From an optimization exercise on the open Yosys and OpenROAD flow, aimed at small area and a short achievable clock period; shortcuts taken in it are not production practice.

==> flow/design.v <==
module Cordic (
  input  wire        in_clk,
  input  wire        in_rst,
  input  wire        in_enable,
  input  wire [15:0] in_x,
  input  wire [15:0] in_y,
  output wire        out_valid,
  output wire [18:0] out_phase,
  output wire [15:0] out_x,
  output wire [15:0] out_y
);
  function [18:0] atan;
    input integer i;
    begin
      case (i)
        0: atan = 19'h0c90f;
        1: atan = 19'h076b1;
        2: atan = 19'h03eb6;
        3: atan = 19'h01fd5;
        4: atan = 19'h00ffa;
        5: atan = 19'h007ff;
        6: atan = 19'h003ff;
        default: atan = 19'h001ff;
      endcase
    end
  endfunction
  reg [11:0] vld;
  always @(posedge in_clk or negedge in_rst)
    if (!in_rst) vld <= 12'b0;
    else         vld <= {vld[10:0], in_enable};
  assign out_valid = vld[11];
  reg signed [16:0] xr [0:8];
  reg signed [16:0] yr [0:8];
  reg        [7:0]  dr [1:8];    
  always @(posedge in_clk) begin
    xr[0] <= {in_x[15], in_x};
    yr[0] <= {in_y[15], in_y};
  end
  genvar i;
  generate
    for (i = 0; i < 8; i = i + 1) begin : g_stage
      wire               d  = yr[i][16];
      wire signed [16:0] xs = xr[i] >>> i;
      wire signed [16:0] ys = yr[i] >>> i;
      wire        [16:0] xn, yn;
      padd #(.N(17), .ARCH(0)) u_xadd (.a(xr[i]), .b(ys ^ {17{d}}),  .cin(d),  .s(xn));
      padd #(.N(17), .ARCH(0)) u_yadd (.a(yr[i]), .b(xs ^ {17{~d}}), .cin(~d), .s(yn));
      always @(posedge in_clk) begin
        xr[i+1] <= xn;
        yr[i+1] <= yn;
      end
      if (i == 0) begin : g_d0
        always @(posedge in_clk) dr[1] <= {7'b0, d};
      end else begin : g_dn
        always @(posedge in_clk) dr[i+1] <= (dr[i] & ((8'd1 << i) - 8'd1)) | ({7'b0, d} << i);
      end
    end
  endgenerate
  localparam [27:0] GAINC = 28'h5b70049;
  function [15:0] gain;
    input [16:0] v;
    reg   [16:0] u;
    reg   [27:0] p;
    begin
      u = {~v[16], v[15:0]};
      p = ({11'b0, u} << 11) + ({11'b0, u} << 9) + ({11'b0, ~u} << 6) +
          ({11'b0, ~u} << 3) + {11'b0, ~u} + GAINC;
      gain = p[27:12];
    end
  endfunction
  function [18:0] zsum;
    input [3:0] dirs;
    input integer base;
    integer k;
    begin
      zsum = 19'd0;
      for (k = 0; k < 4; k = k + 1)
        zsum = dirs[k] ? zsum - atan(base + k) : zsum + atan(base + k);
    end
  endfunction
  wire [18:0] zlo [0:15];
  wire [18:0] zhi [0:15];
  genvar j;
  generate
    for (j = 0; j < 16; j = j + 1) begin : g_ztab
      assign zlo[j] = zsum(j, 0);
      assign zhi[j] = zsum(j, 4);
    end
  endgenerate
  reg [15:0] ox, oy;
  reg [18:0] oz;
  always @(posedge in_clk) begin
    ox <= gain(xr[8]);
    oy <= gain(yr[8]);
    oz <= zlo[dr[8][3:0]] + zhi[dr[8][7:4]];
  end
  assign out_x = ox;
  assign out_y = oy;
  assign out_phase = oz;
endmodule
module padd #(parameter N = 17, ARCH = 0) (
  input  wire [N-1:0] a,
  input  wire [N-1:0] b,
  input  wire         cin,
  output wire [N-1:0] s
);
  localparam W = N + 1;              
  localparam L = $clog2(W);
  localparam D = 2 * L;              
  wire [W*(D+1)-1:0] g, p;           
  assign g[W-1:0] = {a & b, cin};
  assign p[W-1:0] = {a ^ b, 1'b0};
  genvar l, k;
  generate
    for (l = 0; l < D; l = l + 1) begin : lv
      for (k = 0; k < W; k = k + 1) begin : bt
        localparam integer J =
          (ARCH == 0) ? ((l < L && ((k >> l) & 1)) ? ((k >> l) << l) - 1 : -1) :
          (ARCH == 2) ? ((l < L && k >= (1 << l)) ? k - (1 << l) : -1) :
          (l < L) ? ((((k + 1) % (2 << l)) == 0) ? k - (1 << l) : -1) :
          (l < 2 * L - 1) ? (((((k + 1) % (2 << (2 * L - 2 - l))) == (1 << (2 * L - 2 - l))) &&
                              k >= (2 << (2 * L - 2 - l))) ? k - (1 << (2 * L - 2 - l)) : -1) : -1;
        if (J >= 0) begin : c
          assign g[(l+1)*W+k] = g[l*W+k] | (p[l*W+k] & g[l*W+J]);
          assign p[(l+1)*W+k] = p[l*W+k] & p[l*W+J];
        end else begin : n
          assign g[(l+1)*W+k] = g[l*W+k];
          assign p[(l+1)*W+k] = p[l*W+k];
        end
      end
    end
  endgenerate
  assign s = p[W-1:1] ^ g[D*W+N-1:D*W];
endmodule
module CordicVectoring (
  input  wire        in_clk,
  input  wire        in_rst,
  input  wire        in_enable,
  input  wire [15:0] in_x,
  input  wire [15:0] in_y,
  output wire        out_valid,
  output wire [18:0] out_phase,
  output wire [15:0] out_x,
  output wire [15:0] out_y
);
  Cordic u_cordic (
    .in_clk    (in_clk),
    .in_rst    (in_rst),
    .in_enable (in_enable),
    .in_x      (in_x),
    .in_y      (in_y),
    .out_valid (out_valid),
    .out_phase (out_phase),
    .out_x     (out_x),
    .out_y     (out_y)
  );
endmodule
export LEC_CHECK = 0
export CAP_MARGIN = 20
export CORE_MARGIN = 2
export CORE_UTILIZATION = 40
export SLEW_MARGIN = 20
create_clock -name core_clock -period 9.0 [get_ports {in_clk}]
standard.sh (not shown) runs the stock make flow with config.mk's settings and CLKGATE_MAP_FILE= SYNTH_SCRIPT=/design/flow/synth_recipe.tcl, a recipe that flattens the netlist after the stock synthesis.
==> flow/flow/run.sh <==
#!/bin/bash
set -euo pipefail
bash standard.sh \
  SETUP_SLACK_MARGIN=${MARGIN:-6.0} \
  "BUFFER_PORTS_ARGS=-buffer_cell sky130_fd_sc_hd__buf_2" \
  finish > standard.log 2>&1
Next try:
==> flow/flow/run.sh (replaced) <==
#!/bin/bash
set -euo pipefail
bash standard.sh \
  SETUP_SLACK_MARGIN=${MARGIN:-5.8} \
  "BUFFER_PORTS_ARGS=-buffer_cell sky130_fd_sc_hd__buf_2" \
  finish > standard.log 2>&1
What happened:
- The changed run finished clean
- die area is unchanged
- synthesized area does not change
- setup slack gains 0.13 ns
- sequential share of layout area climbs by 1.3 points
No functional check of the RTL was part of any run of this note.

[port drivers added, routing unchanged]
How much do the figures lean on ideal ports? The routed layouts below were timed once more, with nothing changed but the port constraints. Step 1, drivers: a clkbuf_16 drives in_clk and a buf_2 each remaining input, both assumed. Step 2 adds t to the input delays and takes it off the output delays; t is the mean of the earliest and latest rising clock arrival at the registers after step 1. Input paths then give back, and output paths get back, about the clock's delay inside the block. Slacks: no drivers / after step 1 / after step 2; pairs: no drivers / after step 1.
run | shift t [ns] | setup WS [ns] | cell pins on the clock port's net
the first run | 0.647 | 5.131 / 5.131 / 5.131 | 1
the second run | 0.647 | 5.259 / 5.259 / 5.259 | 1
After both steps setup and hold are still met in every run listed.
